From an optimization exercise on the open Yosys and OpenROAD flow, aimed at small area; shortcuts taken in it are not production practice.
Function was checked by simulation only, so behaviour that the tests miss may differ from the original.
Power figures rest on the tool's default switching activity, not on a simulated workload.

### flow/config.mk
export PLATFORM = sky130hd
export DESIGN_NAME = RICSV_TOP
export DESIGN_NICKNAME = RICSV_TOP
export VERILOG_FILES = /design/flow/design.v
export SDC_FILE = /design/flow/constraint.sdc
export NUM_CORES = 4
export LEC_CHECK = 0
export CAP_MARGIN = 20
export CORE_MARGIN = 2
export CORE_UTILIZATION = 45
export CTS_BUF_LIST = sky130_fd_sc_hd__clkbuf_4 sky130_fd_sc_hd__clkbuf_8
export PLACE_DENSITY = 0.6
export SETUP_SLACK_MARGIN = 0.5
export SLEW_MARGIN = 20
export SYNTH_HIERARCHICAL = 1
export SYNTH_MINIMUM_KEEP_SIZE = 0
### flow/constraint.sdc
create_clock -name core_clock -period 16.0 [get_ports {clk}]
set_input_delay 3.2000 -clock core_clock [delete_from_list [all_inputs] [get_ports {clk}]]
set_output_delay 3.2000 -clock core_clock [all_outputs]
set_load 0.01 [all_outputs]
### flow/design.v
module RICSV_TOP(
	input clk, rst_n,
	output [31:0] imem_addr,
	input  [31:0] imem_data,
	output wb_en,
	output [4:0] wb_rd,
	output [31:0] wb_data,
	output mem_we,
	output [5:0] mem_addr,
	output [31:0] mem_wdata
	);
	wire [31:0] I   = imem_data;
	wire [6:0]  op  = I[6:0];
	wire [4:0]  rs1 = I[19:15];
	wire [4:0]  rs2 = I[24:20];
	wire [4:0]  rd  = I[11:7];
	wire [2:0]  f3  = I[14:12];
	wire [6:0]  f7  = I[31:25];
	wire base   = (op[3:0] == 4'b0011);
	wire is_op  = base & (op[6:4] == 3'b011);
	wire is_opi = base & (op[6:4] == 3'b001);
	wire is_ld  = base & (op[6:4] == 3'b000);
	wire is_st  = base & (op[6:4] == 3'b010);
	wire is_br  = base & (op[6:4] == 3'b110);
	wire rf_we  = (is_op | is_opi | is_ld) & (rd != 5'd0);
	reg ph;
	always @(posedge clk)
		ph <= rst_n & ~ph;
	wire [31:0] wdata;             
	wire [31:0] rwx = {32{~rst_n}} | (wdata ^ {32{ph}});
	wire [31:0] s1, s2, sw;        
	dec5 u_dec_rs1 (.a(rs1), .en(1'b1),  .y(s1));
	dec5 u_dec_rs2 (.a(rs2), .en(1'b1),  .y(s2));
	dec5 u_dec_rd  (.a(rd),  .en(rf_we), .y(sw));
	wire [31:0] rq [1:31];
	genvar k;
	generate
		for (k = 1; k < 32; k = k + 1) begin : xr
			reg  [31:0] q;
			wire [31:0] d;
			wire wr = ~rst_n | sw[k];   
			wire hd = ~sw[k];           
			st_word u_st (.q(q), .hd(hd), .x(rwx), .wr(wr), .d(d));
			always @(posedge clk)
				q <= d;
			assign rq[k] = q;
		end
	endgenerate
	wire [31:0] t1 [0:10];
	wire [31:0] t2 [0:10];
	generate
		for (k = 0; k < 10; k = k + 1) begin : rg
			aoi222_32 u1 (.a(rq[3*k+1]), .b(rq[3*k+2]), .c(rq[3*k+3]),
			              .sa(s1[3*k+1]), .sb(s1[3*k+2]), .sc(s1[3*k+3]), .y(t1[k]));
			aoi222_32 u2 (.a(rq[3*k+1]), .b(rq[3*k+2]), .c(rq[3*k+3]),
			              .sa(s2[3*k+1]), .sb(s2[3*k+2]), .sc(s2[3*k+3]), .y(t2[k]));
		end
	endgenerate
	nand2_32s u_t1l (.a(rq[31]), .sa(s1[31]), .y(t1[10]));
	nand2_32s u_t2l (.a(rq[31]), .sa(s2[31]), .y(t2[10]));
	wire [31:0] r1a, r1b, r1c, r2a, r2b, r2c;
	nand4_32 u_r1a (.a(t1[0]), .b(t1[1]), .c(t1[2]), .d(t1[3]), .y(r1a));
	nand4_32 u_r1b (.a(t1[4]), .b(t1[5]), .c(t1[6]), .d(t1[7]), .y(r1b));
	nand3_32 u_r1c (.a(t1[8]), .b(t1[9]), .c(t1[10]), .y(r1c));
	nand4_32 u_r2a (.a(t2[0]), .b(t2[1]), .c(t2[2]), .d(t2[3]), .y(r2a));
	nand4_32 u_r2b (.a(t2[4]), .b(t2[5]), .c(t2[6]), .d(t2[7]), .y(r2b));
	nand3_32 u_r2c (.a(t2[8]), .b(t2[9]), .c(t2[10]), .y(r2c));
	wire [31:0] r2   = r2a | r2b | r2c;
	wire [31:0] rs1v = (r1a | r1b | r1c) ^ {32{ph & (rs1 != 5'd0)}};
	wire [31:0] rs2v = r2 ^ {32{ph & (rs2 != 5'd0)}};
	wire        use_imm = ~op[6] & ~(op[5] & op[4]);
	wire [31:0] imm     = {{20{I[31]}}, I[31:25], op[5] ? I[11:7] : I[24:20]};
	wire [31:0] B       = use_imm ? imm : rs2v;
	wire        sub     = op[5] & op[4] & I[30];
	wire [31:0] sum     = rs1v + (B ^ {32{sub}}) + {31'h0, sub};
	wire f7_ok  = ~op[5] | (f7 == 7'b0000000);    
	wire f7_sub = (f7 == 7'b0100000);
	wire do_add = (f3 == 3'b000) & (f7_ok | f7_sub);
	wire do_and = (f3 == 3'b111) & f7_ok;
	wire do_or  = (f3 == 3'b110) & f7_ok;
	wire [31:0] res = do_add ? sum :
	                  do_and ? (rs1v & B) :
	                  do_or  ? (rs1v | B) : rs1v;
	wire [5:0] maddr = sum[5:0];
	wire [31:0] mwx = r2 | {32{~rst_n | (ph & (rs2 == 5'd0))}};
	wire [63:0] sm, smw;           
	dec6 u_dec_ma (.a(maddr), .en(1'b1),  .y(sm));
	dec6 u_dec_mw (.a(maddr), .en(is_st), .y(smw));
	wire [31:0] mq [0:63];
	generate
		for (k = 0; k < 64; k = k + 1) begin : dm
			reg  [31:0] q;
			wire [31:0] d;
			wire wr = ~rst_n | smw[k];
			wire hd = ~smw[k];
			st_word u_st (.q(q), .hd(hd), .x(mwx), .wr(wr), .d(d));
			always @(posedge clk)
				q <= d;
			assign mq[k] = q;
		end
	endgenerate
	wire [31:0] tm [0:21];
	generate
		for (k = 0; k < 21; k = k + 1) begin : mg
			aoi222_32 u (.a(mq[3*k]), .b(mq[3*k+1]), .c(mq[3*k+2]),
			             .sa(sm[3*k]), .sb(sm[3*k+1]), .sc(sm[3*k+2]), .y(tm[k]));
		end
	endgenerate
	nand2_32s u_tml (.a(mq[63]), .sa(sm[63]), .y(tm[21]));
	wire [31:0] o0, o1, o2, o3, o4, o5, n0, n1, m0;
	nand4_32 u_o0 (.a(tm[0]),  .b(tm[1]),  .c(tm[2]),  .d(tm[3]),  .y(o0));
	nand4_32 u_o1 (.a(tm[4]),  .b(tm[5]),  .c(tm[6]),  .d(tm[7]),  .y(o1));
	nand4_32 u_o2 (.a(tm[8]),  .b(tm[9]),  .c(tm[10]), .d(tm[11]), .y(o2));
	nand4_32 u_o3 (.a(tm[12]), .b(tm[13]), .c(tm[14]), .d(tm[15]), .y(o3));
	nand4_32 u_o4 (.a(tm[16]), .b(tm[17]), .c(tm[18]), .d(tm[19]), .y(o4));
	nand2_32 u_o5 (.a(tm[20]), .b(tm[21]), .y(o5));
	nor3_32  u_n0 (.a(o0), .b(o1), .c(o2), .y(n0));
	nor3_32  u_n1 (.a(o3), .b(o4), .c(o5), .y(n1));
	nand2_32 u_m0 (.a(n0), .b(n1), .y(m0));
	wire [31:0] mrd = m0 ^ {32{ph}};
	assign wdata = op[4] ? res : mrd;
	wire        taken = is_br & (rs1v == rs2v);
	wire [12:1] immB  = {I[31], I[7], I[30:25], I[11:8]};
	reg  [31:1] pc;
	wire [31:1] pc_inc = taken ? {{19{I[31]}}, immB} : 31'd2;
	always @(posedge clk or negedge rst_n)
		if (!rst_n) pc <= 31'h0;
		else        pc <= pc + pc_inc;
	assign imem_addr = {pc, 1'b0};
	assign wb_en     = rf_we;
	assign wb_rd     = rd;
	assign wb_data   = wdata;
	assign mem_we    = is_st;
	assign mem_addr  = maddr;
	assign mem_wdata = rs2v;
endmodule
module dec5(input [4:0] a, input en, output [31:0] y);
	assign y = {31'h0, en} << a;
endmodule
module dec6(input [5:0] a, input en, output [63:0] y);
	assign y = {63'h0, en} << a;
endmodule
module st_word(input [31:0] q, input hd, input [31:0] x, input wr, output [31:0] d);
	assign d = ~((q & {32{hd}}) | (x & {32{wr}}));
endmodule
module aoi222_32(input [31:0] a, b, c, input sa, sb, sc, output [31:0] y);
	assign y = ~((a & {32{sa}}) | (b & {32{sb}}) | (c & {32{sc}}));
endmodule
module nand2_32s(input [31:0] a, input sa, output [31:0] y);
	assign y = ~(a & {32{sa}});
endmodule
module nand4_32(input [31:0] a, b, c, d, output [31:0] y);
	assign y = ~(a & b & c & d);
endmodule
module nand3_32(input [31:0] a, b, c, output [31:0] y);
	assign y = ~(a & b & c);
endmodule
module nand2_32(input [31:0] a, b, output [31:0] y);
	assign y = ~(a & b);
endmodule
module nor3_32(input [31:0] a, b, c, output [31:0] y);
	assign y = ~(a | b | c);
endmodule
### flow/run.sh
#!/bin/bash
# synth_recipe.tcl (not shown) runs the flow's synth.tcl, then flattens the netlist and writes it again
# the make line also repeats each setting of config.mk as NAME=value (left out here)
make -C /OpenROAD-flow-scripts/flow DESIGN_CONFIG=/design/flow/config.mk WORK_HOME=/design/flow/orfs CLKGATE_MAP_FILE= SYNTH_SCRIPT=/design/flow/synth_recipe.tcl finish
==> impl_summary.txt, run 1 <==
----------------------------------------------------
[Min path]
  Worst Hold End ... dm[29].q[7]$_DFF_P_
  Worst min path class ... reg -> reg
  Source of the worst hold timing path ... dm[29].q[7]$_DFF_P_
  Number of stages on the worst hold path ... 1

[STA]
  Setup-violating endpoint count in the final report ... 0
  Final min period ... 15.51 ns
  Max frequency ... about 0.064 GHz
  Final clock skew ... 0.08785 ns
  Worst-margin pin slew ... 1.265 ns
  Final number of hold-violating endpoints ... 0
  Headroom to the max-slew limit ... 0.1565
  Ratio of final minimum period to clock period ... 0.9692
  Fin Setup TNS ... 0 ns
  RSZ-0062 raised after global routing ... false
  Final number of max-transition violations ... 0

[CTS]
  Clock root buffer master ... sky130_fd_sc_hd__clkbuf_8
  TritonCTS clock tree ... yes
  Total number of H-tree levels ... 6
  Register clock-pin slew on the reported worst setup and hold paths ... around 0.060 ns
  Maximum count of clock buffers along a single path ... 4
  Num Clock Sinks ... 3072
  Worst-Skew Late Latency ... around 1.2 ns
  Quantity of hold-fixing buffers added after cts ... 0
  CTS Buf Count ... 522

[Detailed routing]
  Wire length per cell after detailed routing ... roughly 36 um
  Metal2 WL ... 224800 um
  Total wirelength of the detailed-routed design ... 530600 um
  Residual DRC count ... 0
  Uppermost signal routing layer after detailed routing ... met5
  Antenna violation net count after detailed routing ... 0
  Starting DRC count in detailed routing ... between 20000 and 25000
  Via density ... 7.423
  Routed metal-1 wirelength ... 194500 um
  Met3 Routed Length ... ~67000 um
  Detailed-route via count ... 109600
  TritonRoute pass-1 iters ... 16

[Logic synthesis]
  Warnings, synthesis ... 7
  Syn Std Cell Area ... 119200 um2
  Post-Syn Area per Cell ... 11.18 um2
  Synthesized instance count ... 10660

[Worst setup path]
  R2R Path Start ... xr[19].q[1]$_DFF_P_
  Worst flop-to-flop path endpoint ... xr[8].q[22]$_DFF_P_
  Setup slack, reg-to-reg ... 6.94 ns
  Critical path type ... in -> out
  Sort of element at the start of the critical path ... input pin
  Required time of the worst setup path ... 12.80 ns
  Worst Reg-to-Reg Cells ... 30
  CP Data Arrival Time ... 12.31 ns
  Category of the worst setup path capture point ... primary output
  Worst-path maximum fanout ... 31

[Run]
  Max Cap Viol ... 0

[Power and ir drop]
  Total power divided by cell area ... between 200 and 250 nW/um2
  Worst supply voltage drop on vdd ... 91.50 uV
  Leakage component of the power ... 0.05286 uW

[Cells and area]
  Share of layout cells above drive strength 1 ... 0.1612
  Final Core Density ... 0.5067
  Layout-stage area growth over the synthesis result ... 11.81%
  Number of nets at the end of the flow ... around 11000

[Die]
  Horizontal extent of the die ... just over 500 um
  Height of the die ... 518.6 um
  Top-level I/O count ... 143
  Die area ... about 270000 um2
  Core Rows ... 188
  Core area ... 263000 um2
  Starting density of the core ... 0.4532

[Place]
  Input/output buffers ... 141
  HPWL after detailed placement ... about 330000 um
  Routability cong. ... 0.9801

[Global routing]
  Antenna violations before repair ... 9
  Global-route congestion overflow total ... 0
  Maximum number of pins on one net before global-route repair ... 65
  Vias in the first global route ... 102500
  GRT Overall Usage ... 0.3694
  Wire length of the first global-routing pass ... 745600 um

[Run status]
  Status ... finished clean

----------------------------------------------------
## per-stage QoR
step | setup slack, ns | hold slack, ns | std cells | power [uW] | instance area (um2)
2_1_floorplan | 4.054 | 0.4354 | 10680 | 15750 | 119300
6_report | 0.4927 | 0.4549 | 14760 | 27510 | 133300
5_1_grt | 0.4888 | 0.4653 | 14760 | 28360 | 133300
4_1_cts | 0.4830 | 0.4577 | 14730 | 27040 | 132700
3_3_place_gp | -0.1937 | 0.4427 | 13800 | 19350 | 121500
3_5_place_dp | -0.07028 | 0.4497 | 13810 | 19610 | 121500
## placed cells by master (no fill, tap or decap), drive strengths merged, types with 13 or more instances in the layout
cell	count
a21o	43
a21oi	115
a222oi	1314
a22oi	3041
a31oi	13
and2	21
buf	560
clkbuf	806
clkdlybuf4s50	134
clkinv	65
clkinvlp	15
conb	21
dfrtp	31
dfxtp	3041
ha	60
inv	148
mux2i	17
nand2	404
nand2b	16
nand3	90
nand4	311
nand4b	18
nand4bb	21
nor2	278
nor3	147
nor4	13
o21ai	96
xnor2	111
xor2	117
## routing by layer
layer  GRT usage  vias to the layer above
met4      0.2638                        8
met1      0.4682                    54450
met3     0.09320                     1674
met2      0.5465                     8687
li1            -                    44780
met5   0.0001778                        -
## power by group
part           internal, uW  leakage [uW]  switching, uW
clock network          4140       0.00585           3340
logic                  2900        0.0210           5100
registers             10300        0.0260           1770
## critical path, cell delays in order
cell and delay, ns:
sky130_fd_sc_hd__clkdlybuf4s50_1 0.64, sky130_fd_sc_hd__nand2b_4 0.34, sky130_fd_sc_hd__buf_4 0.26, sky130_fd_sc_hd__nor2_4 0.07, sky130_fd_sc_hd__buf_4 0.33, sky130_fd_sc_hd__a222oi_1 0.43
sky130_fd_sc_hd__nand4_1 0.32, sky130_fd_sc_hd__nor3_2 0.49, sky130_fd_sc_hd__xor2_1 0.24, sky130_fd_sc_hd__a31oi_1 0.17, sky130_fd_sc_hd__buf_4 0.21, sky130_fd_sc_hd__fa_1 0.81
sky130_fd_sc_hd__inv_1 0.33, sky130_fd_sc_hd__buf_4 0.25, sky130_fd_sc_hd__nand4bb_1 0.29, sky130_fd_sc_hd__nor2_2 0.25, sky130_fd_sc_hd__buf_4 0.25, sky130_fd_sc_hd__a222oi_1 0.60
sky130_fd_sc_hd__nand4_1 0.63, sky130_fd_sc_hd__nor3_4 0.54, sky130_fd_sc_hd__buf_4 0.21, sky130_fd_sc_hd__nand2_1 0.08, sky130_fd_sc_hd__xor2_1 0.17, sky130_fd_sc_hd__nor2_1 0.08
sky130_fd_sc_hd__a221oi_4 0.36, sky130_fd_sc_hd__buf_4 0.18, sky130_fd_sc_hd__clkdlybuf4s50_1 0.52
## how the worst max path moves through the flow
stage | startpoint | to | cells after the start
2_1_floorplan | imem_data[21] | wb_data[27] | 27
3_3_place_gp | imem_data[21] | wb_data[16] | 29
3_5_place_dp | imem_data[20] | wb_data[16] | 31
4_1_cts | imem_data[20] | wb_data[16] | 28
5_1_grt | imem_data[18] | wb_data[0] | 29
6_report | imem_data[18] | wb_data[16] | 27
## flip-flops by register name, indices dropped and copies added, names as in the netlist
signal  flops
dm.q     2048
xr.q      992
pc         31
ph          1
## layout make-up
cell class              instances  area, um2
clock buffers                 806      10040
flip-flops and latches       3072      61660
well taps                    3515       4398
fillers                     23580     129700
diodes                          2      5.005
clock inverters               107      965.9
repair buffers                699       5703
inverters                     129      484.2
multi-input cells            6434      50000
## what timing repair did
item                                    CTS  global route
gates resized for setup                  19            37
pin swaps                                 8            21
endpoints found under the setup margin   19            31
setup buffers                             4            30
gates cloned                              3             5
==> inputs of run 2 (changes only) <==
--- a/flow/design.v
+++ b/flow/design.v
@@ -28,18 +28,18 @@
 		ph <= rst_n & ~ph;
 	wire [31:0] wdata;             
 	wire [31:0] rwx = {32{~rst_n}} | (wdata ^ {32{ph}});
-	wire [31:0] s1, s2, sw;        
-	dec5 u_dec_rs1 (.a(rs1), .en(1'b1),  .y(s1));
-	dec5 u_dec_rs2 (.a(rs2), .en(1'b1),  .y(s2));
-	dec5 u_dec_rd  (.a(rd),  .en(rf_we), .y(sw));
+	wire [31:0] s1, s2, swn;       
+	dec5  u_dec_rs1 (.a(rs1), .en(1'b1),  .y(s1));
+	dec5  u_dec_rs2 (.a(rs2), .en(1'b1),  .y(s2));
+	dec5n u_dec_rd  (.a(rd),  .en(rf_we), .yn(swn));
 	wire [31:0] rq [1:31];
 	genvar k;
 	generate
 		for (k = 1; k < 32; k = k + 1) begin : xr
 			reg  [31:0] q;
 			wire [31:0] d;
-			wire wr = ~rst_n | sw[k];   
-			wire hd = ~sw[k];           
+			wire hd = swn[k];              
+			wire wr = ~(rst_n & swn[k]);   
 			st_word u_st (.q(q), .hd(hd), .x(rwx), .wr(wr), .d(d));
 			always @(posedge clk)
 				q <= d;
@@ -83,16 +83,16 @@
 	                  do_or  ? (rs1v | B) : rs1v;
 	wire [5:0] maddr = sum[5:0];
 	wire [31:0] mwx = r2 | {32{~rst_n | (ph & (rs2 == 5'd0))}};
-	wire [63:0] sm, smw;           
-	dec6 u_dec_ma (.a(maddr), .en(1'b1),  .y(sm));
-	dec6 u_dec_mw (.a(maddr), .en(is_st), .y(smw));
+	wire [63:0] sm, smwn;          
+	dec6  u_dec_ma (.a(maddr), .en(1'b1),  .y(sm));
+	dec6n u_dec_mw (.a(maddr), .en(is_st), .yn(smwn));
 	wire [31:0] mq [0:63];
 	generate
 		for (k = 0; k < 64; k = k + 1) begin : dm
 			reg  [31:0] q;
 			wire [31:0] d;
-			wire wr = ~rst_n | smw[k];
-			wire hd = ~smw[k];
+			wire hd = smwn[k];
+			wire wr = ~(rst_n & smwn[k]);
 			st_word u_st (.q(q), .hd(hd), .x(mwx), .wr(wr), .d(d));
 			always @(posedge clk)
 				q <= d;
@@ -137,6 +137,12 @@
 module dec5(input [4:0] a, input en, output [31:0] y);
 	assign y = {31'h0, en} << a;
 endmodule
+module dec5n(input [4:0] a, input en, output [31:0] yn);
+	assign yn = ~({31'h0, en} << a);
+endmodule
+module dec6n(input [5:0] a, input en, output [63:0] yn);
+	assign yn = ~({63'h0, en} << a);
+endmodule
 module dec6(input [5:0] a, input en, output [63:0] y);
 	assign y = {63'h0, en} << a;
 endmodule
--- a/flow/config.mk
+++ b/flow/config.mk
@@ -8,7 +8,9 @@
 export CAP_MARGIN = 20
 export CORE_MARGIN = 2
 export CORE_UTILIZATION = 45
-export CTS_BUF_LIST = sky130_fd_sc_hd__clkbuf_4 sky130_fd_sc_hd__clkbuf_8
+export CTS_BUF_LIST = sky130_fd_sc_hd__clkbuf_16
+export CTS_CLUSTER_DIAMETER = 100
+export CTS_CLUSTER_SIZE = 26
 export PLACE_DENSITY = 0.6
 export SETUP_SLACK_MARGIN = 0.5
 export SLEW_MARGIN = 20
==> run 2 against run 1 <==
Effect of this change: count of clock-buffer cells in the layout fell by 663; synthesized area barely moved; largest power group unchanged; sequential power barely moved; critical endpoint is now wb_data[9]; global-route usage fell by 2.1 points; flip-flop and latch count did not move; critical path depth fell by 2; still clean; first-iteration DRC count rose by 2.1%; design area fell by 4.9%.
==> impl_summary.txt, run 2 <==
----------------------------------------------------
[CTS]
  Total number of H-tree levels ... 4 (was 6)
  Quantity of hold-fixing buffers added after cts ... 0 (unchanged)
  Maximum count of clock buffers along a single path ... 3 (was 4)
  Num Clock Sinks ... 3072 (unchanged)
  Worst-Skew Late Latency ... 0.89 ns (was 1.23 ns)
  Clock root buffer master ... sky130_fd_sc_hd__clkbuf_16 (was sky130_fd_sc_hd__clkbuf_8)
  Register clock-pin slew on the reported worst setup and hold paths ... 0.10 ns (was 0.06 ns)
  CTS Buf Count ... 141 (was 522)
  TritonCTS clock tree ... yes (unchanged)

[Worst setup path]
  Delay of the slowest cell on the worst path ... 0.81 ns (about the same)
  Sort of element at the start of the critical path ... input pin (unchanged)
  Worst-path maximum fanout ... 16 (was 31)
  Crit path from ... imem_data[16] (was imem_data[18])
  Master of the slowest instance on the critical path ... sky130_fd_sc_hd__clkdlybuf4s50_1 (was sky130_fd_sc_hd__fa_1)
  Critical path type ... in -> out (unchanged)
  CP Data Arrival Time ... 12.39 ns (was 12.31 ns)
  Required time of the worst setup path ... 12.80 ns (about the same)
  CP most frequent cell ... sky130_fd_sc_hd__buf_4 (unchanged)
  R2R Path Start ... ph$_DFF_P_ (was xr[19].q[1]$_DFF_P_)
  Category of the worst setup path capture point ... primary output (unchanged)

[Cells and area]
  Top flop regs ... dm.q: 2048 flops, xr.q: 992 flops, pc: 31 flops (unchanged)
  Reg with most FFs ... dm.q (unchanged)
  Flip-flop count of the largest register after layout ... 2048 (unchanged)
  Share of layout cells above drive strength 1 ... 0.1094 (was 0.1612)
  Layout-stage area growth over the synthesis result ... 6.385% (was 11.81%)
  Leading cell types in the layout, fill and taps excluded ... 3045 x sky130_fd_sc_hd__a22oi_1, 3040 x sky130_fd_sc_hd__dfxtp_1, 1313 x sky130_fd_sc_hd__a222oi_1 (was 3041 x sky130_fd_sc_hd__a22oi_1, 3040 x sky130_fd_sc_hd__dfxtp_1, 1314 x sky130_fd_sc_hd__a222oi_1)
  Most frequent standard cell in the layout excluding fill and tap cells ... sky130_fd_sc_hd__a22oi_1 (unchanged)
  Number of nets at the end of the flow ... 10590 (was 10950)

[Run status]
  Status ... finished clean (unchanged)

[Die]
  Top-level I/O count ... 143 (unchanged)
  Core Rows ... 188 (unchanged)
  Die area ... 269000 um2 (about the same)
  Starting density of the core ... 0.4532 (about the same)
  Height of the die ... 518.6 um (about the same)
  Horizontal extent of the die ... 518.6 um (about the same)
  Core area ... 263000 um2 (unchanged)

[Global routing]
  Antenna violations before repair ... 15 (was 9)
  Global-route congestion overflow total ... 0 (unchanged)
  GRT Overall Usage ... 0.3482 (was 0.3694)
  Wire length of the first global-routing pass ... 708500 um (was 745600 um)
  Vias in the first global route ... 98110 (was 102500)
  Maximum number of pins on one net before global-route repair ... 65 (unchanged)

[Logic synthesis]
  Synthesized instance count ... 10600 (was 10660)
  Warnings, synthesis ... 7 (unchanged)
  Post-Syn Area per Cell ... 11.24 um2 (was 11.18 um2)
  Syn Std Cell Area ... 119200 um2 (about the same)

[Power and ir drop]
  Pwr Total ... 24530 uW (was 27510 uW)
  Leakage component of the power ... 0.04956 uW (was 0.05286 uW)
  Total power divided by cell area ... 193.5 nW/um2 (was 206.5 nW/um2)
  Worst supply voltage drop on vdd ... 137.8 uV (was 91.50 uV)

[Min path]
  Source of the worst hold timing path ... dm[20].q[3]$_DFF_P_ (was dm[29].q[7]$_DFF_P_)
  Worst min path class ... reg -> reg (unchanged)

[Place]
  Input/output buffers ... 141 (unchanged)
  HPWL after detailed placement ... 324700 um (was 332400 um)
  Routability cong. ... 1.038 (was 0.9801)

[STA]
  Ratio of final minimum period to clock period ... 0.9741 (was 0.9692)
  RSZ-0062 raised after global routing ... true (was false)
  Final min period ... 15.59 ns (was 15.51 ns)
  Fin Setup TNS ... 0 ns (unchanged)
  Worst-margin pin slew ... 1.256 ns (was 1.265 ns)
  Final number of max-transition violations ... 0 (unchanged)
  Final worst hold slack ... 0.4595 ns (was 0.4549 ns)
  Max frequency ... 0.06416 GHz (was 0.06449 GHz)
  Final number of hold-violating endpoints ... 0 (unchanged)
  Setup-violating endpoint count in the final report ... 0 (unchanged)
  Final clock skew ... 0.07376 ns (was 0.08785 ns)
  Headroom to the max-slew limit ... 0.1565 (about the same)

[Detailed routing]
  TritonRoute pass-1 iters ... 15 (was 16)
  Via density ... 7.540 (was 7.423)
  Residual DRC count ... 0 (unchanged)
  Starting DRC count in detailed routing ... 23280 (was 22800)
  Detailed-route via count ... 106000 (was 109600)
  Wire length per cell after detailed routing ... 35.35 um (was 35.94 um)
  Antenna violation net count after detailed routing ... 0 (unchanged)
  Total wirelength of the detailed-routed design ... 497000 um (was 530600 um)

[Run]
  Max Cap Viol ... 0 (unchanged)

----------------------------------------------------
==> run 2: worst max-delay path, delay by kind of cell <==
family	cells	cell delay [ns]
XOR/XNOR	1	0.16
buffers and inverters	7	2.76
multiplexers	1	0.36
adder cells (fa/ha/maj)	1	0.62
AO/OA/AOI/OAI	6	1.93
AND/OR/NAND/NOR	9	3.29
==> run 2: layout make-up <==
class | instances | area [um2]
clock buffer | 143 | 3578
antenna | 8 | 20.02
inverter | 50 | 187.7
timing repair buffer | 791 | 6450
fill | 24080 | 136200
sequential | 3072 | 61660
tap | 3515 | 4398
clock inverter | 37 | 460.4
multi-input combinational | 6442 | 50030
==> run 2: power breakdown <==
group	total (uW)	switching [uW]	internal, uW
Clock	4250	2580	1670
Sequential	12100	1800	10300
Combinational	8220	5100	3120
Total	24500	9480	15100
==> run 2: timing repair <==
item | 4_1_cts | 5_1_grt
buffers inserted | 0 | 4
pin swaps | 2 | 12
gates resized for setup | 8 | 18
endpoints found under the setup margin | 9 | 21
==> run 2: worst paths after layout <==
kind | endpoint | slack (ns) | cells past startpoint
hold reg to reg | dm[20].q[3]$_DFF_P_ | 0.46 | 1
max in group asynchronous | pc[1]$_DFF_PN0_ | 12.91 | 2
setup / recovery | wb_data[9] | 0.41 | 25
setup reg to reg | xr[8].q[0]$_DFF_P_ | 6.96 | 20
hold / removal | dm[20].q[3]$_DFF_P_ | 0.46 | 1
min in group asynchronous | pc[29]$_DFF_PN0_ | 2.32 | 1
==> run 2: per-stage QoR <==
| step | cell area [um2] | setup slack, ns | cells | util |
|---|---|---|---|---|
| 2_1_floorplan | 119200 | 4.004 | 10620 | - |
| 3_3_place_gp | 122500 | 0.02196 | 13870 | 0.4656 |
| 3_5_place_dp | 122500 | 0.1715 | 13870 | 0.4657 |
| 4_1_cts | 126500 | 0.5075 | 14050 | 0.4812 |
| 5_1_grt | 126800 | 0.4840 | 14050 | 0.4821 |
| 6_report | 126800 | 0.4140 | 14060 | 0.4821 |
==> run 2: metal layers <==
metal	global-route usage	up-vias	wire length, um
met5	0.001422	-	65
met4	0.2169	4	36500
met3	0.07495	1266	54930
met2	0.5272	7533	216800
met1	0.4517	53400	188600
li1	-	43790	-
==> inputs of run 3 (changes only) <==
--- a/flow/design.v
+++ b/flow/design.v
@@ -29,8 +29,8 @@
 	wire [31:0] wdata;             
 	wire [31:0] rwx = {32{~rst_n}} | (wdata ^ {32{ph}});
 	wire [31:0] s1, s2, swn;       
-	dec5  u_dec_rs1 (.a(rs1), .en(1'b1),  .y(s1));
-	dec5  u_dec_rs2 (.a(rs2), .en(1'b1),  .y(s2));
+	dec5  u_dec_rs1 (.a(rs1), .y(s1));
+	dec5  u_dec_rs2 (.a(rs2), .y(s2));
 	dec5n u_dec_rd  (.a(rd),  .en(rf_we), .yn(swn));
 	wire [31:0] rq [1:31];
 	genvar k;
@@ -71,8 +71,10 @@
 	wire        use_imm = ~op[6] & ~(op[5] & op[4]);
 	wire [31:0] imm     = {{20{I[31]}}, I[31:25], op[5] ? I[11:7] : I[24:20]};
 	wire [31:0] B       = use_imm ? imm : rs2v;
-	wire        sub     = op[5] & op[4] & I[30];
-	wire [31:0] sum     = rs1v + (B ^ {32{sub}}) + {31'h0, sub};
+	wire        sub     = op[6] | (op[5] & op[4] & I[30]);
+	wire [31:0] Bx      = B ^ {32{sub}};
+	wire [31:0] sum     = rs1v + Bx + {31'h0, sub};
+	wire        eq      = &(rs1v ^ Bx);     
 	wire f7_ok  = ~op[5] | (f7 == 7'b0000000);    
 	wire f7_sub = (f7 == 7'b0100000);
 	wire do_add = (f3 == 3'b000) & (f7_ok | f7_sub);
@@ -84,7 +86,7 @@
 	wire [5:0] maddr = sum[5:0];
 	wire [31:0] mwx = r2 | {32{~rst_n | (ph & (rs2 == 5'd0))}};
 	wire [63:0] sm, smwn;          
-	dec6  u_dec_ma (.a(maddr), .en(1'b1),  .y(sm));
+	dec6  u_dec_ma (.a(maddr), .y(sm));
 	dec6n u_dec_mw (.a(maddr), .en(is_st), .yn(smwn));
 	wire [31:0] mq [0:63];
 	generate
@@ -107,19 +109,16 @@
 		end
 	endgenerate
 	nand2_32s u_tml (.a(mq[63]), .sa(sm[63]), .y(tm[21]));
-	wire [31:0] o0, o1, o2, o3, o4, o5, n0, n1, m0;
+	wire [31:0] o0, o1, o2, o3, o4, o5;
 	nand4_32 u_o0 (.a(tm[0]),  .b(tm[1]),  .c(tm[2]),  .d(tm[3]),  .y(o0));
 	nand4_32 u_o1 (.a(tm[4]),  .b(tm[5]),  .c(tm[6]),  .d(tm[7]),  .y(o1));
 	nand4_32 u_o2 (.a(tm[8]),  .b(tm[9]),  .c(tm[10]), .d(tm[11]), .y(o2));
 	nand4_32 u_o3 (.a(tm[12]), .b(tm[13]), .c(tm[14]), .d(tm[15]), .y(o3));
 	nand4_32 u_o4 (.a(tm[16]), .b(tm[17]), .c(tm[18]), .d(tm[19]), .y(o4));
 	nand2_32 u_o5 (.a(tm[20]), .b(tm[21]), .y(o5));
-	nor3_32  u_n0 (.a(o0), .b(o1), .c(o2), .y(n0));
-	nor3_32  u_n1 (.a(o3), .b(o4), .c(o5), .y(n1));
-	nand2_32 u_m0 (.a(n0), .b(n1), .y(m0));
-	wire [31:0] mrd = m0 ^ {32{ph}};
+	wire [31:0] mrd = (o0 | o1 | o2 | o3 | o4 | o5) ^ {32{ph}};
 	assign wdata = op[4] ? res : mrd;
-	wire        taken = is_br & (rs1v == rs2v);
+	wire        taken = is_br & eq;
 	wire [12:1] immB  = {I[31], I[7], I[30:25], I[11:8]};
 	reg  [31:1] pc;
 	wire [31:1] pc_inc = taken ? {{19{I[31]}}, immB} : 31'd2;
@@ -134,8 +133,8 @@
 	assign mem_addr  = maddr;
 	assign mem_wdata = rs2v;
 endmodule
-module dec5(input [4:0] a, input en, output [31:0] y);
-	assign y = {31'h0, en} << a;
+module dec5(input [4:0] a, output [31:0] y);
+	assign y = 32'h1 << a;
 endmodule
 module dec5n(input [4:0] a, input en, output [31:0] yn);
 	assign yn = ~({31'h0, en} << a);
@@ -143,8 +142,8 @@
 module dec6n(input [5:0] a, input en, output [63:0] yn);
 	assign yn = ~({63'h0, en} << a);
 endmodule
-module dec6(input [5:0] a, input en, output [63:0] y);
-	assign y = {63'h0, en} << a;
+module dec6(input [5:0] a, output [63:0] y);
+	assign y = 64'h1 << a;
 endmodule
 module st_word(input [31:0] q, input hd, input [31:0] x, input wr, output [31:0] d);
 	assign d = ~((q & {32{hd}}) | (x & {32{wr}}));
@@ -164,6 +163,3 @@
 module nand2_32(input [31:0] a, b, output [31:0] y);
 	assign y = ~(a & b);
 endmodule
-module nor3_32(input [31:0] a, b, c, output [31:0] y);
-	assign y = ~(a | b | c);
-endmodule
==> run 3 against run 2 <==
Effect of this change: sequential share of layout area rose by 0.35 points; cell count fell by 0.98%; combinational power increased by 97%; first-iteration DRC count is 1.5% higher; power increased by 35%; wire length grew 2.8%; largest power group is now combinational cells.
==> impl_summary.txt, run 3 <==
----------------------------------------------------
[Run status]
  Status ... finished clean (unchanged)

[Logic synthesis]
  Synthesized instance count ... 10480 (was 10600)
  Syn Std Cell Area ... 118100 um2 (was 119200 um2)
  Post-Syn Area per Cell ... 11.27 um2 (was 11.24 um2)
  Warnings, synthesis ... 7 (unchanged)

[STA]
  Final number of hold-violating endpoints ... 0 (unchanged)
  Setup-violating endpoint count in the final report ... 0 (unchanged)
  Max frequency ... 0.06422 GHz (was 0.06416 GHz)
  Headroom to the max-slew limit ... 0.09678 (was 0.1565)
  Final min period ... 15.57 ns (was 15.59 ns)
  Worst-margin pin slew ... 1.317 ns (was 1.256 ns)
  RSZ-0062 raised after global routing ... true (unchanged)
  Ratio of final minimum period to clock period ... 0.9733 (was 0.9741)
  Final number of max-transition violations ... 0 (unchanged)
  Final clock skew ... 0.06535 ns (was 0.07376 ns)

[Power and ir drop]
  Worst supply voltage drop on vdd ... 263.6 uV (was 137.8 uV)
  Total power divided by cell area ... 263.6 nW/um2 (was 193.5 nW/um2)
  Leakage component of the power ... 0.04921 uW (was 0.04956 uW)
  Pwr Total ... 33180 uW (was 24530 uW)

[Worst setup path]
  Delay of the slowest cell on the worst path ... 0.67 ns (was 0.81 ns)
  CP most frequent cell ... sky130_fd_sc_hd__buf_4 (unchanged)
  CP Data Arrival Time ... 12.37 ns (was 12.39 ns)
  Worst-path maximum fanout ... 32 (was 16)
  Category of the worst setup path capture point ... primary output (unchanged)
  Critical path type ... in -> out (unchanged)
  Sort of element at the start of the critical path ... input pin (unchanged)
  Required time of the worst setup path ... 12.80 ns (about the same)
  Master of the slowest instance on the critical path ... sky130_fd_sc_hd__a222oi_1 (was sky130_fd_sc_hd__clkdlybuf4s50_1)

[Cells and area]
  Reg with most FFs ... dm.q (unchanged)
  Flip-flop count of the largest register after layout ... 2048 (unchanged)
  Register area ... 61660 um2 (about the same)
  Share of layout cells above drive strength 1 ... 0.1084 (was 0.1094)
  Leading cell types in the layout, fill and taps excluded ... 3041 x sky130_fd_sc_hd__a22oi_1, 3040 x sky130_fd_sc_hd__dfxtp_1, 1312 x sky130_fd_sc_hd__a222oi_1 (was 3045 x sky130_fd_sc_hd__a22oi_1, 3040 x sky130_fd_sc_hd__dfxtp_1, 1313 x sky130_fd_sc_hd__a222oi_1)
  Top flop regs ... dm.q: 2048 flops, xr.q: 992 flops, pc: 31 flops (unchanged)
  Area taken by multi-input logic gates ... 48950 um2 (was 50030 um2)
  Number of nets at the end of the flow ... 10450 (was 10590)
  Most frequent standard cell in the layout excluding fill and tap cells ... sky130_fd_sc_hd__a22oi_1 (unchanged)
  Layout-stage area growth over the synthesis result ... 6.589% (was 6.385%)
  Total of fill cells in the finished design ... 23870 (was 24080)
  Final Core Density ... 0.4812 (was 0.4821)

[Detailed routing]
  Total wirelength of the detailed-routed design ... 511000 um (was 497000 um)
  Detailed-route via count ... 106700 (was 106000)
  Residual DRC count ... 0 (unchanged)
  TritonRoute pass-1 iters ... 17 (was 15)
  Via density ... 7.665 (was 7.540)
  Wire length per cell after detailed routing ... 36.71 um (was 35.35 um)
  Starting DRC count in detailed routing ... 23640 (was 23280)
  Antenna violation net count after detailed routing ... 0 (unchanged)

[Die]
  Horizontal extent of the die ... 516.3 um (was 518.6 um)
  Core Rows ... 188 (unchanged)
  Height of the die ... 516.3 um (was 518.6 um)
  Die area ... 266500 um2 (was 269000 um2)
  Core area ... 261600 um2 (was 263000 um2)
  Top-level I/O count ... 143 (unchanged)
  Starting density of the core ... 0.4514 (was 0.4532)

[CTS]
  Maximum count of clock buffers along a single path ... 3 (unchanged)
  Num Clock Sinks ... 3072 (unchanged)
  TritonCTS clock tree ... yes (unchanged)
  CTS Buf Count ... 143 (was 141)
  Register clock-pin slew on the reported worst setup and hold paths ... 0.08 ns (was 0.10 ns)
  Worst-Skew Late Latency ... 0.91 ns (was 0.89 ns)
  Clock root buffer master ... sky130_fd_sc_hd__clkbuf_16 (unchanged)
  Total number of H-tree levels ... 4 (unchanged)
  Quantity of hold-fixing buffers added after cts ... 0 (unchanged)

[Place]
  HPWL after detailed placement ... 335700 um (was 324700 um)
  Routability cong. ... 1.045 (was 1.038)
  Input/output buffers ... 141 (unchanged)

[Global routing]
  Maximum number of pins on one net before global-route repair ... 65 (unchanged)
  Global-route congestion overflow total ... 0 (unchanged)
  Met3 usage ... 0.1405 (was 0.07495)
  GR Layer Usage met2 ... 0.5032 (was 0.5272)
  Global-route met1 utilization ... 0.4923 (was 0.4517)
  Wire length of the first global-routing pass ... 718500 um (was 708500 um)
  Vias in the first global route ... 97760 (was 98110)
  GRT Overall Usage ... 0.3635 (was 0.3482)
  GRT busiest layer ... met2 (unchanged)
  Antenna violations before repair ... 39 (was 15)

[Min path]
  Worst min path class ... reg -> reg (unchanged)

[Run]
  Max Cap Viol ... 0 (unchanged)

----------------------------------------------------
run 3: worst paths after layout:
kind | start | cells past startpoint | to | slack, ns
min in group asynchronous | rst_n | 1 | pc[24]$_DFF_PN0_ | 2.17
worst min register to register | dm[41].q[6]$_DFF_P_ | 1 | dm[41].q[6]$_DFF_P_ | 0.46
worst max register to register | xr[1].q[1]$_DFF_P_ | 30 | xr[29].q[11]$_DFF_P_ | 6.72
max in group asynchronous | rst_n | 2 | pc[1]$_DFF_PN0_ | 12.93
worst max-delay path | imem_data[24] | 31 | wb_data[2] | 0.43
worst min-delay path | dm[41].q[6]$_DFF_P_ | 1 | dm[41].q[6]$_DFF_P_ | 0.46
run 3: metal layers:
| layer | vias up | routed length, um |
|---|---|---|
| met1 | 54050 | 200200 |
| met4 | 30 | 28090 |
| met3 | 1293 | 76710 |
| li1 | 43390 | - |
| met2 | 7939 | 205800 |
| met5 | - | 201 |
run 3: layout make-up:
| cell class | instances | area share |
|---|---|---|
| sequential | 3072 | 0.4898 |
| multi-input combinational | 6301 | 0.3889 |
| timing repair buffer | 798 | 0.05196 |
| tap | 3515 | 0.03494 |
| clock buffer | 144 | 0.02863 |
| clock inverter | 39 | 0.004344 |
| inverter | 35 | 0.001044 |
| antenna | 16 | 0.0003181 |
run 3: critical path, delay by kind of cell:
| family | cells | cell delay [ns] |
|---|---|---|
| xor gates and xnor gates | 4 | 0.72 |
| adders and majority gates | 1 | 0.47 |
| buffers and inverters | 9 | 2.66 |
| AOI/OAI and AO/OA | 5 | 1.78 |
| and+or+nand+nor | 12 | 3.47 |
run 3: timing repair:
action	4_1_cts	5_1_grt
resized for setup	20	25
setup buffers	1	6
pin swaps	6	18
endpoints found under the hold margin	0	0
setup endpoints to repair	14	32
run 3: power breakdown:
part / internal [uW] / total, uW / switching [uW]
clock: 1710 / 4330 / 2620
combinational: 5580 / 16200 / 10600
sequential: 10700 / 12600 / 1970
total: 18000 / 33200 / 15200
run 3: through the flow:
stage | cells | setup TNS [ns] | hold WS [ns] | setup WS (ns) | area [um2]
floorplan | 10480 | 0 | 0.4354 | 3.749 | 118100
global placement | 13710 | -0.2840 | 0.4428 | -0.1521 | 121200
detailed placement | 13710 | -0.09213 | 0.4497 | -0.09213 | 121300
CTS | 13900 | 0 | 0.4613 | 0.4946 | 125500
global route | 13910 | 0 | 0.4729 | 0.4756 | 125800
finish | 13920 | 0 | 0.4588 | 0.4276 | 125900
==> inputs of run 4 (changes only) <==
==> flow/flow/run.sh (new file) <==
#!/bin/bash
# The standard layout (standard.sh: synthesis through finish, unchanged),
# except that the port buffers ORFS inserts before global placement are plain
# sky130_fd_sc_hd__buf_1 cells instead of its default delay-cell buffers. Every
# input and output port still gets its own buffer; the resizer sizes them up
# where timing or slew needs it. The full make output goes to standard.log.
set -euo pipefail
export BUFFER_PORTS_ARGS="-buffer_cell sky130_fd_sc_hd__buf_1"
bash standard.sh > standard.log 2>&1
==> flow/standard.sh (new file) <==
#!/bin/bash
# synth_recipe.tcl (not shown) runs the flow's synth.tcl, then flattens the netlist and writes it again
# the make line also repeats each setting of config.mk as NAME=value (left out here)
make -C /OpenROAD-flow-scripts/flow DESIGN_CONFIG=/design/flow/config.mk WORK_HOME=/design/flow/orfs CLKGATE_MAP_FILE= SYNTH_SCRIPT=/design/flow/synth_recipe.tcl "${@:-finish}"
removed: flow/run.sh
==> run 4 against run 3 <==
Effect of this change: still clean; sequential power about the same; synthesized cell count unchanged; count of clock-buffer cells in the layout unchanged; critical path type unchanged; critical endpoint is now wb_data[9]; largest power group unchanged.
==> impl_summary.txt, run 4 <==
----------------------------------------------------
[Run status]
  Status ... finished clean (unchanged)

[STA]
  Fin Setup TNS ... 0 ns (unchanged)
  Max frequency ... 0.06402 GHz (was 0.06422 GHz)
  Final clock skew ... 0.07883 ns (was 0.06535 ns)
  Least setup slack across all paths after layout ... 0.3799 ns (was 0.4276 ns)
  RSZ-0062 raised after global routing ... false (was true)
  Final number of hold-violating endpoints ... 0 (unchanged)
  Final min period ... 15.62 ns (was 15.57 ns)
  Final worst hold slack ... 0.4589 ns (was 0.4588 ns)
  Setup-violating endpoint count in the final report ... 0 (unchanged)
  Headroom to the max-slew limit ... 0.1596 (was 0.09678)
  Ratio of final minimum period to clock period ... 0.9763 (was 0.9733)
  Worst-margin pin slew ... 1.261 ns (was 1.317 ns)
  Final number of max-transition violations ... 0 (unchanged)

[Power and ir drop]
  Switching Power ... 15020 uW (was 15230 uW)
  Leakage component of the power ... 0.04827 uW (was 0.04921 uW)
  Part of the total power dissipated in sequential elements ... 0.392 (was 0.381)
  Worst supply voltage drop on vdd ... 278.4 uV (was 263.6 uV)
  Part of the power in the clock network ... 0.133 (was 0.130)
  Internal power contribution ... 17230 uW (was 17950 uW)
  Total power divided by cell area ... 260.1 nW/um2 (was 263.6 nW/um2)
  Gate power share ... 0.475 (was 0.489)
  Switching share of power ... 0.4658 (was 0.4589)

[Worst setup path]
  Setup slack, reg-to-reg ... 6.13 ns (was 6.72 ns)
  Delay of the slowest cell on the worst path ... 0.86 ns (was 0.67 ns)
  CP most frequent cell ... sky130_fd_sc_hd__xnor2_1 (was sky130_fd_sc_hd__buf_4)
  Critical path type ... in -> out (unchanged)
  Required time of the worst setup path ... 12.80 ns (about the same)
  Sort of element at the start of the critical path ... input pin (unchanged)
  Worst-path maximum fanout ... 18 (was 32)
  Category of the worst setup path capture point ... primary output (unchanged)
  Master of the slowest instance on the critical path ... sky130_fd_sc_hd__nor3_1 (was sky130_fd_sc_hd__a222oi_1)
  CP Data Arrival Time ... 12.42 ns (was 12.37 ns)
  Worst-path cell chain ... buf_1 > nand3b_1 > nor2_4 > a222oi_1 > nand4_1 > nor3_1 > xnor2_1 > a21oi_1 > xnor2_1 > ha_1 > nand2_1 > o21ai_2 > xor2_2 > nand4bb_1 > nor2_2 > buf_4 > a222oi_1 > nand4_1 > or4_1 > nor3_1 > xnor2_1 > o22ai_1 > a21o_1 > buf_4

[Die]
  Top-level I/O count ... 143 (unchanged)
  Core area ... 261600 um2 (unchanged)
  Starting density of the core ... 0.4514 (unchanged)
  Die area ... 266500 um2 (unchanged)
  Height of the die ... 516.3 um (unchanged)
  Core Rows ... 188 (unchanged)
  Horizontal extent of the die ... 516.3 um (unchanged)

[Detailed routing]
  Antenna violation net count after detailed routing ... 0 (unchanged)
  Starting DRC count in detailed routing ... 24790 (was 23640)
  Detailed-route via count ... 106600 (was 106700)
  TritonRoute pass-1 iters ... 14 (was 17)
  Via density ... 7.717 (was 7.665)
  Residual DRC count ... 0 (unchanged)
  Total wirelength of the detailed-routed design ... 514700 um (was 511000 um)
  Wire length per cell after detailed routing ... 37.27 um (was 36.71 um)

[Cells and area]
  Count of non-filler cells in the finished layout ... 13810 (was 13920)
  Leading cell types in the layout, fill and taps excluded ... 3041 x sky130_fd_sc_hd__a22oi_1, 3040 x sky130_fd_sc_hd__dfxtp_1, 1312 x sky130_fd_sc_hd__a222oi_1 (unchanged)
  Top flop regs ... dm.q: 2048 flops, xr.q: 992 flops, pc: 31 flops (unchanged)
  Share of layout cells above drive strength 1 ... 0.09956 (was 0.1084)
  Reg with most FFs ... dm.q (unchanged)
  Register area ... 61660 um2 (unchanged)
  Flip-flop count of the largest register after layout ... 2048 (unchanged)
  Area taken by multi-input logic gates ... 48910 um2 (was 48950 um2)
  Layout-stage area growth over the synthesis result ... 4.996% (was 6.589%)
  Most frequent standard cell in the layout excluding fill and tap cells ... sky130_fd_sc_hd__a22oi_1 (unchanged)
  Finished layout cell area ... 124000 um2 (was 125900 um2)
  Total of fill cells in the finished design ... 23980 (was 23870)
  Number of nets at the end of the flow ... 10340 (was 10450)

[CTS]
  Maximum count of clock buffers along a single path ... 3 (unchanged)
  TritonCTS clock tree ... yes (unchanged)
  Worst-Skew Late Latency ... 0.89 ns (was 0.91 ns)
  Total number of H-tree levels ... 4 (unchanged)
  CTS Buf Count ... 142 (was 143)
  Num Clock Sinks ... 3072 (unchanged)
  Register clock-pin slew on the reported worst setup and hold paths ... 0.10 ns (was 0.08 ns)
  Clock root buffer master ... sky130_fd_sc_hd__clkbuf_16 (unchanged)

[Run]
  Max Cap Viol ... 0 (unchanged)

[Global routing]
  Maximum number of pins on one net before global-route repair ... 65 (unchanged)
  Vias in the first global route ... 96330 (was 97760)
  Global-route congestion overflow total ... 0 (unchanged)
  Wire length of the first global-routing pass ... 717000 um (was 718500 um)
  Antenna violations before repair ... 39 (unchanged)
  GRT Overall Usage ... 0.3642 (was 0.3635)

[Logic synthesis]
  Post-Syn Area per Cell ... 11.27 um2 (unchanged)
  Syn Std Cell Area ... 118100 um2 (unchanged)
  Warnings, synthesis ... 7 (unchanged)
  Synthesized instance count ... 10480 (unchanged)

[Place]
  Worst setup slack before clock tree synthesis ... 0.4587 ns (was -0.09213 ns)
  Number of placed instances, taps included ... 13600 (was 13710)
  Routability cong. ... 1.029 (was 1.045)
  Instance area at placement ... 119600 um2 (was 121300 um2)
  Input/output buffers ... 141 (unchanged)
  HPWL after detailed placement ... 331700 um (was 335700 um)

[Min path]
  Worst min path class ... reg -> reg (unchanged)

----------------------------------------------------
[run 4: cell types whose count changed in the layout (fill, tap and decap cells not counted), sizes merged]
cell and change:
clkdlybuf4s50 -139, buf +24, diode +6, inv -6
clkbuf +3, bufinv +2, nor2 +2, clkinvlp -1
xor2 +1
[run 4: per-layer routing]
layer	vias to the layer above	part of all wire	GRT usage
met4	12	0.054	0.1637
met5	-	0.00076	0
li1	43160	-	-
met3	1206	0.16	0.1319
met2	8391	0.40	0.4988
met1	53830	0.39	0.5064
[run 4: what timing repair did]
item	4_1_cts	5_1_grt
endpoints found under the setup margin	1	26
cloned	0	3
resized for setup	2	20
buffers inserted	0	12
hold buffers	0	0
pin swaps	0	10
[run 4: area by class of cell]
| class | count | share of cell area |
|---|---|---|
| sequential | 3072 | 0.4973 |
| clock buffer | 144 | 0.02906 |
| antenna | 22 | 0.0004440 |
| tap | 3515 | 0.03547 |
| inverter | 35 | 0.001060 |
| timing repair buffer | 686 | 0.03834 |
| clock inverter | 34 | 0.003825 |
| multi-input combinational | 6304 | 0.3945 |
[run 4: stage by stage]
| step | utilization | power (uW) |
|---|---|---|
| after floorplan | - | 19590 |
| after global placement | 0.4570 | 26760 |
| after detailed placement | 0.4573 | 27110 |
| after CTS | 0.4729 | 31280 |
| after global routing | 0.4738 | 32970 |
| final | 0.4740 | 32250 |
[run 4: final timing paths]
kind | from | end | depth (start not counted)
min in group asynchronous | rst_n | pc[14]$_DFF_PN0_ | 1
max | imem_data[20] | wb_data[9] | 24
min reg2reg | dm[59].q[4]$_DFF_P_ | dm[59].q[4]$_DFF_P_ | 1
max in group asynchronous | rst_n | pc[1]$_DFF_PN0_ | 2
min | dm[59].q[4]$_DFF_P_ | dm[59].q[4]$_DFF_P_ | 1
max reg2reg | xr[7].q[4]$_DFF_P_ | xr[30].q[9]$_DFF_P_ | 24
[run 4: power by group through the flow]
| stage | clock network (uW) | registers, uW | logic (uW) |
|---|---|---|---|
| global route | 4560 | 12900 | 15500 |
| finish | 4300 | 12600 | 15300 |
| detailed placement | 0 | 12700 | 14400 |
| global placement | 0 | 12600 | 14200 |
| CTS | 4320 | 12500 | 14400 |
| floorplan | 0 | 12100 | 7460 |
[run 4: critical path, delay by kind of cell]
family          cells  cell delay (ns)
compound gates      6             2.51
xor+xnor            4             0.81
fa+ha+maj           1             0.40
buf+inv             3             0.79
simple gates       10             4.64
==> inputs of run 5 (changes only) <==
--- a/flow/config.mk
+++ b/flow/config.mk
@@ -7,11 +7,11 @@
 export LEC_CHECK = 0
 export CAP_MARGIN = 20
 export CORE_MARGIN = 2
-export CORE_UTILIZATION = 45
+export CORE_UTILIZATION = 52
 export CTS_BUF_LIST = sky130_fd_sc_hd__clkbuf_16
 export CTS_CLUSTER_DIAMETER = 100
 export CTS_CLUSTER_SIZE = 26
-export PLACE_DENSITY = 0.6
+export PLACE_DENSITY = 0.68
 export SETUP_SLACK_MARGIN = 0.5
 export SLEW_MARGIN = 20
 export SYNTH_HIERARCHICAL = 1
==> run 5 against run 4 <==
Effect of this change: combinational power shrank 3%; clock power shrank 3%; wire length shrank 5.5%; count of clock-buffer cells in the layout shrank 2; design area shrank 0.73%; synthesized cell count is the same; sequential share of layout area grew 0.36 points; critical path depth grew 7.
==> impl_summary.txt, run 5 <==
----------------------------------------------------
[Run status]
  Status ... finished clean (unchanged)

[Worst setup path]
  Category of the worst setup path capture point ... primary output (unchanged)
  R2R Path Start ... ph$_DFF_P_ (was xr[7].q[4]$_DFF_P_)
  Setup slack, reg-to-reg ... 6.48 ns (was 6.13 ns)
  Critical path type ... in -> out (unchanged)
  Sort of element at the start of the critical path ... input pin (unchanged)
  Master of the slowest instance on the critical path ... sky130_fd_sc_hd__a222oi_1 (was sky130_fd_sc_hd__nor3_1)
  Delay of the slowest cell on the worst path ... 0.92 ns (was 0.86 ns)
  Required time of the worst setup path ... 12.80 ns (about the same)
  CP most frequent cell ... sky130_fd_sc_hd__buf_4 (was sky130_fd_sc_hd__xnor2_1)
  Worst-path maximum fanout ... 32 (was 18)
  Worst flop-to-flop path endpoint ... xr[1].q[18]$_DFF_P_ (was xr[30].q[9]$_DFF_P_)
  Worst Reg-to-Reg Cells ... 24 (unchanged)
  CP Data Arrival Time ... 12.42 ns (about the same)

[CTS]
  Maximum count of clock buffers along a single path ... 3 (unchanged)
  Quantity of hold-fixing buffers added after cts ... 0 (unchanged)
  Worst-Skew Late Latency ... 0.89 ns (about the same)
  Register clock-pin slew on the reported worst setup and hold paths ... 0.10 ns (about the same)
  TritonCTS clock tree ... yes (unchanged)
  Num Clock Sinks ... 3072 (unchanged)
  Clock root buffer master ... sky130_fd_sc_hd__clkbuf_16 (unchanged)
  CTS Buf Count ... 139 (was 142)
  Total number of H-tree levels ... 4 (unchanged)

[STA]
  Headroom to the max-slew limit ... 0.09061 (was 0.1596)
  Setup-violating endpoint count in the final report ... 0 (unchanged)
  Least setup slack across all paths after layout ... 0.3769 ns (was 0.3799 ns)
  Final number of hold-violating endpoints ... 0 (unchanged)
  Final min period ... 15.62 ns (about the same)
  Ratio of final minimum period to clock period ... 0.9764 (was 0.9763)
  RSZ-0062 raised after global routing ... false (unchanged)
  Worst-margin pin slew ... 1.354 ns (was 1.261 ns)
  Fin Setup TNS ... 0 ns (unchanged)
  Final clock skew ... 0.05009 ns (was 0.07883 ns)
  Max frequency ... 0.06401 GHz (was 0.06402 GHz)
  Final number of max-transition violations ... 0 (unchanged)

[Cells and area]
  Reg with most FFs ... dm.q (unchanged)
  Leading cell types in the layout, fill and taps excluded ... 3041 x sky130_fd_sc_hd__a22oi_1, 3040 x sky130_fd_sc_hd__dfxtp_1, 1312 x sky130_fd_sc_hd__a222oi_1 (unchanged)
  Number of nets at the end of the flow ... 10330 (was 10340)
  Count of non-filler cells in the finished layout ... 13270 (was 13810)
  Most frequent standard cell in the layout excluding fill and tap cells ... sky130_fd_sc_hd__a22oi_1 (unchanged)
  Top flop regs ... dm.q: 2048 flops, xr.q: 992 flops, pc: 31 flops (unchanged)
  Layout-stage area growth over the synthesis result ... 4.234% (was 4.996%)
  Flip-flop count of the largest register after layout ... 2048 (unchanged)
  Share of layout cells above drive strength 1 ... 0.09521 (was 0.09956)

[Place]
  Worst setup slack before clock tree synthesis ... 0.5844 ns (was 0.4587 ns)
  Number of placed instances, taps included ... 13070 (was 13600)
  HPWL after detailed placement ... 312700 um (was 331700 um)
  Routability cong. ... 1.082 (was 1.029)
  Input/output buffers ... 141 (unchanged)

[Logic synthesis]
  Post-Syn Area per Cell ... 11.27 um2 (unchanged)
  Synthesized instance count ... 10480 (unchanged)
  Syn Std Cell Area ... 118100 um2 (unchanged)
  Warnings, synthesis ... 7 (unchanged)

[Min path]
  Worst min path class ... reg -> reg (unchanged)
  Source of the worst hold timing path ... dm[11].q[14]$_DFF_P_ (was dm[59].q[4]$_DFF_P_)
  Worst Hold End ... dm[11].q[14]$_DFF_P_ (was dm[59].q[4]$_DFF_P_)
  Number of stages on the worst hold path ... 1 (unchanged)

[Power and ir drop]
  Worst supply voltage drop on vdd ... 253.2 uV (was 278.4 uV)
  Leakage component of the power ... 0.04817 uW (was 0.04827 uW)
  Total power divided by cell area ... 257.9 nW/um2 (was 260.1 nW/um2)

[Global routing]
  GRT Overall Usage ... 0.3983 (was 0.3642)
  Vias in the first global route ... 97180 (was 96330)
  Antenna violations before repair ... 31 (was 39)
  GRT busiest layer ... met2 (was met1)
  Global-route congestion overflow total ... 0 (unchanged)
  Wire length of the first global-routing pass ... 690600 um (was 717000 um)
  GR Layer Usage met2 ... 0.5843 (was 0.4988)
  Maximum number of pins on one net before global-route repair ... 105 (was 65)
  Global-route met1 utilization ... 0.4968 (was 0.5064)
  Met3 usage ... 0.1118 (was 0.1319)

[Detailed routing]
  Via density ... 7.964 (was 7.717)
  Wire length per cell after detailed routing ... 36.67 um (was 37.27 um)
  Total wirelength of the detailed-routed design ... 486600 um (was 514700 um)
  Detailed-route via count ... 105700 (was 106600)
  Starting DRC count in detailed routing ... 24200 (was 24790)
  TritonRoute pass-1 iters ... 22 (was 14)
  Antenna violation net count after detailed routing ... 0 (unchanged)
  Residual DRC count ... 0 (unchanged)

[Die]
  Top-level I/O count ... 143 (unchanged)
  Height of the die ... 480.5 um (was 516.3 um)
  Starting density of the core ... 0.5241 (was 0.4514)
  Horizontal extent of the die ... 480.5 um (was 516.3 um)
  Core Rows ... 174 (was 188)
  Die area ... 230900 um2 (was 266500 um2)
  Core area ... 225300 um2 (was 261600 um2)

[Run]
  Max Cap Viol ... 0 (unchanged)

----------------------------------------------------
## run 5: critical path, delay by kind of cell
kind                     cells  cell delay, ns
AO/OA/AOI/OAI                7            2.69
XOR/XNOR                     3            0.64
adder cells (fa/ha/maj)      1            0.42
buffers and inverters        9            2.04
multiplexers                 1            0.13
AND/OR/NAND/NOR             10            3.22
## run 5: how the worst max path moves through the flow
stage | to | from | slack [ns] | cells past startpoint
after floorplan | wb_data[10] | imem_data[22] | 3.75 | 27
after global placement | wb_data[16] | imem_data[24] | 0.54 | 29
after detailed placement | wb_data[16] | imem_data[23] | 0.58 | 29
after CTS | wb_data[16] | imem_data[23] | 0.50 | 29
after global routing | wb_data[16] | imem_data[20] | 0.49 | 29
final | wb_data[19] | imem_data[20] | 0.38 | 31
## run 5: per-stage QoR
stage                     cell area, um2  total power (uW)    util  hold WS, ns
final                             123100             31740  0.5462       0.4606
after floorplan                   118100             19590       -       0.4354
after CTS                         122800             30800  0.5450       0.4637
after detailed placement          118900             26760  0.5275       0.4497
after global placement            118800             26380  0.5272       0.4428
after global routing              123100             32440  0.5461       0.4719
## run 5: final cells by class
| class | instances | area [um2] |
|---|---|---|
| Antenna cell | 16 | 40.04 |
| Clock buffer | 142 | 3553 |
| Clock inverter | 28 | 390.4 |
| Fill cell | 19470 | 102200 |
| Inverter | 35 | 131.4 |
| Multi-Input combinational cell | 6302 | 48810 |
| Sequential cell | 3072 | 61660 |
| Tap cell | 2992 | 3744 |
| Timing Repair Buffer | 683 | 4763 |
## run 5: what timing repair did
action	4_1_cts	5_1_grt
hold endpoints to repair	0	0
gates resized for setup	0	10
setup buffers	0	4
endpoints found under the setup margin	0	23
## run 5: power by group
part	internal [uW]	switching [uW]	total (uW)
combinational	4760	10100	14900
sequential	10700	2020	12700
clock	1670	2500	4170
total	17100	14600	31700
## run 5: per-layer routing
layer | up-vias | share of wire
met4 | 14 | 0.091
met5 | - | 0.00017
li1 | 43120 | -
met1 | 52450 | 0.35
met3 | 1615 | 0.13
met2 | 8484 | 0.42
==> inputs of run 6 (changes only) <==
==> flow/config.mk (replaced) <==
export PLATFORM = sky130hd
export DESIGN_NAME = RICSV_TOP
export DESIGN_NICKNAME = RICSV_TOP
export VERILOG_FILES = /design/flow/design.v
export SDC_FILE = /design/flow/constraint.sdc
export NUM_CORES = 4
export LEC_CHECK = 0
export CAP_MARGIN = 10
export CORE_MARGIN = 2
export CORE_UTILIZATION = 45
export CTS_BUF_LIST = sky130_fd_sc_hd__clkbuf_16
export CTS_CLUSTER_DIAMETER = 100
export CTS_CLUSTER_SIZE = 26
export PLACE_DENSITY = 0.6
export SETUP_SLACK_MARGIN = 0.5
export SLEW_MARGIN = 10
export SYNTH_HIERARCHICAL = 1
export SYNTH_MINIMUM_KEEP_SIZE = 0
==> run 6 against run 5 <==
Effect of this change: design area up 0.57%; still clean on timing, DRC and antenna; critical path type unchanged; die area increased by 15%; clock skew rose by 0.013 ns; global-route usage fell by 3.4 points; non-clock buffer count shrank 9; combinational power increased by 3%; cell count grew 3.9%.
==> impl_summary.txt, run 6 <==
----------------------------------------------------
[Place]
  Routability cong. ... 1.029 (was 1.082)
  HPWL after detailed placement ... 331500 um (was 312700 um)
  Input/output buffers ... 141 (unchanged)

[Worst setup path]
  Category of the worst setup path capture point ... primary output (unchanged)
  Sort of element at the start of the critical path ... input pin (unchanged)
  Worst Reg-to-Reg Cells ... 25 (was 24)
  CP Data Arrival Time ... 12.42 ns (about the same)
  Worst flop-to-flop path endpoint ... xr[17].q[9]$_DFF_P_ (was xr[1].q[18]$_DFF_P_)
  Master of the slowest instance on the critical path ... sky130_fd_sc_hd__nor2_2 (was sky130_fd_sc_hd__a222oi_1)
  Critical path type ... in -> out (unchanged)
  Cell depth of the worst setup path ... 29 (was 31)
  Worst-path maximum fanout ... 19 (was 32)
  Top cell family by delay on the critical path ... simple AND/OR/NAND/NOR gates (unchanged)

[STA]
  Headroom to the max-slew limit ... 0.08525 (was 0.09061)
  Fin Setup TNS ... 0 ns (unchanged)
  Final min period ... 15.62 ns (about the same)
  Worst-margin pin slew ... 1.362 ns (was 1.354 ns)
  Final number of hold-violating endpoints ... 0 (unchanged)
  Max frequency ... 0.06402 GHz (was 0.06401 GHz)
  Ratio of final minimum period to clock period ... 0.9763 (was 0.9764)
  Setup-violating endpoint count in the final report ... 0 (unchanged)
  Final clock skew ... 0.06264 ns (was 0.05009 ns)

[Logic synthesis]
  Syn Std Cell Area ... 118100 um2 (unchanged)
  Warnings, synthesis ... 7 (unchanged)
  Post-Syn Area per Cell ... 11.27 um2 (unchanged)
  Synthesized instance count ... 10480 (unchanged)

[Power and ir drop]
  Switching share of power ... 0.4660 (was 0.4614)
  Pwr Total ... 32230 uW (was 31740 uW)
  Internal power contribution ... 17210 uW (was 17100 uW)
  Part of the power in the clock network ... 0.133 (was 0.131)
  Gate power share ... 0.476 (was 0.469)
  Worst supply voltage drop on vdd ... 262.9 uV (was 253.2 uV)
  Part of the total power dissipated in sequential elements ... 0.392 (was 0.400)

[Cells and area]
  Total of fill cells in the finished design ... 24000 (was 19470)
  Share of layout cells above drive strength 1 ... 0.09803 (was 0.09521)
  Leading cell types in the layout, fill and taps excluded ... 3041 x sky130_fd_sc_hd__a22oi_1, 3040 x sky130_fd_sc_hd__dfxtp_1, 1312 x sky130_fd_sc_hd__a222oi_1 (unchanged)
  Top flop regs ... dm.q: 2048 flops, xr.q: 992 flops, pc: 31 flops (unchanged)
  Flip-flop count of the largest register after layout ... 2048 (unchanged)
  Most frequent standard cell in the layout excluding fill and tap cells ... sky130_fd_sc_hd__a22oi_1 (unchanged)
  Layout-stage area growth over the synthesis result ... 4.824% (was 4.234%)
  Reg with most FFs ... dm.q (unchanged)

[Die]
  Core Rows ... 188 (was 174)
  Starting density of the core ... 0.4514 (was 0.5241)
  Horizontal extent of the die ... 516.3 um (was 480.5 um)
  Die area ... 266500 um2 (was 230900 um2)
  Top-level I/O count ... 143 (unchanged)
  Height of the die ... 516.3 um (was 480.5 um)
  Core area ... 261600 um2 (was 225300 um2)

[Global routing]
  GRT Overall Usage ... 0.3646 (was 0.3983)
  Antenna violations before repair ... 37 (was 31)
  Maximum number of pins on one net before global-route repair ... 65 (was 105)
  Vias in the first global route ... 96710 (was 97180)
  Global-route congestion overflow total ... 0 (unchanged)

[Detailed routing]
  Total wirelength of the detailed-routed design ... 514300 um (was 486600 um)
  Via density ... 7.726 (was 7.964)
  Antenna violation net count after detailed routing ... 0 (unchanged)
  Detailed-route via count ... 106500 (was 105700)

[Run]
  Max Cap Viol ... 0 (unchanged)

[Min path]
  Number of stages on the worst hold path ... 1 (unchanged)
  Worst Hold End ... dm[17].q[29]$_DFF_P_ (was dm[11].q[14]$_DFF_P_)
  Worst min path class ... reg -> reg (unchanged)
  Source of the worst hold timing path ... dm[17].q[29]$_DFF_P_ (was dm[11].q[14]$_DFF_P_)

[CTS]
  Total number of H-tree levels ... 4 (unchanged)
  Maximum count of clock buffers along a single path ... 3 (unchanged)
  Register clock-pin slew on the reported worst setup and hold paths ... 0.07 ns (was 0.10 ns)
  Worst-Skew Late Latency ... 0.88 ns (was 0.89 ns)
  Quantity of hold-fixing buffers added after cts ... 0 (unchanged)
  Clock root buffer master ... sky130_fd_sc_hd__clkbuf_16 (unchanged)
  TritonCTS clock tree ... yes (unchanged)

[Run status]
  Status ... finished clean (unchanged)

----------------------------------------------------
[run 6: power groups by stage]
stage	Combinational, uW	Sequential [uW]	Clock [uW]
2_1_floorplan	7460	12100	0
3_3_place_gp	14200	12600	0
3_5_place_dp	14400	12700	0
4_1_cts	14400	12500	4310
5_1_grt	15500	12900	4560
6_report	15300	12600	4280
[run 6: worst max-delay path by stage]
stage                  start     endpoint  slack (ns)
2_1_floorplan  imem_data[22]  wb_data[10]        3.75
5_1_grt        imem_data[21]   wb_data[1]        0.48
3_5_place_dp   imem_data[19]   wb_data[0]        0.48
6_report       imem_data[20]  wb_data[13]        0.38
4_1_cts        imem_data[22]   wb_data[0]        0.50
3_3_place_gp   imem_data[22]   wb_data[0]        0.43
[run 6: per-stage QoR]
stage | instances | setup WS, ns | hold slack, ns | instance area (um2) | utilization
6_report | 13790 | 0.3788 | 0.4600 | 123800 | 0.4732
5_1_grt | 13780 | 0.4763 | 0.4715 | 123800 | 0.4732
4_1_cts | 13770 | 0.5035 | 0.4630 | 123600 | 0.4725
3_5_place_dp | 13600 | 0.4822 | 0.4498 | 119500 | 0.4570
3_3_place_gp | 13600 | 0.4282 | 0.4426 | 119500 | 0.4570
2_1_floorplan | 10480 | 3.749 | 0.4354 | 118100 | -
[run 6: cell type report]
type / count / area [um2] / share of cell area
antenna: 9 / 22.52 / 0.0001819
clock buffer: 144 / 3603 / 0.02911
clock inverter: 35 / 457.9 / 0.003700
inverter: 35 / 131.4 / 0.001061
multi-input combinational: 6302 / 48880 / 0.3949
sequential: 3072 / 61660 / 0.4981
tap: 3515 / 4398 / 0.03553
timing repair buffer: 674 / 4636 / 0.03745
[run 6: layer usage]
layer,GRT usage,wire length (um)
met5,0,192
met2,0.4958,204500
met3,0.1340,79860
met4,0.1681,27360
met1,0.5070,202400
[run 6: timing repair]
action,CTS,global route
gates cloned,0,1
resized for setup,1,24
setup endpoints to repair,1,28
pin swaps,0,10
buffers inserted,0,2

Re-timed with assumed drivers on the ports (clkbuf_16 on the clock, buf_2 on other inputs), run 6 has 0.232 ns of setup slack against 0.379 ns with ideal ports, and 0.232 ns once port delays also move by the mid clock arrival of 0.962 ns.
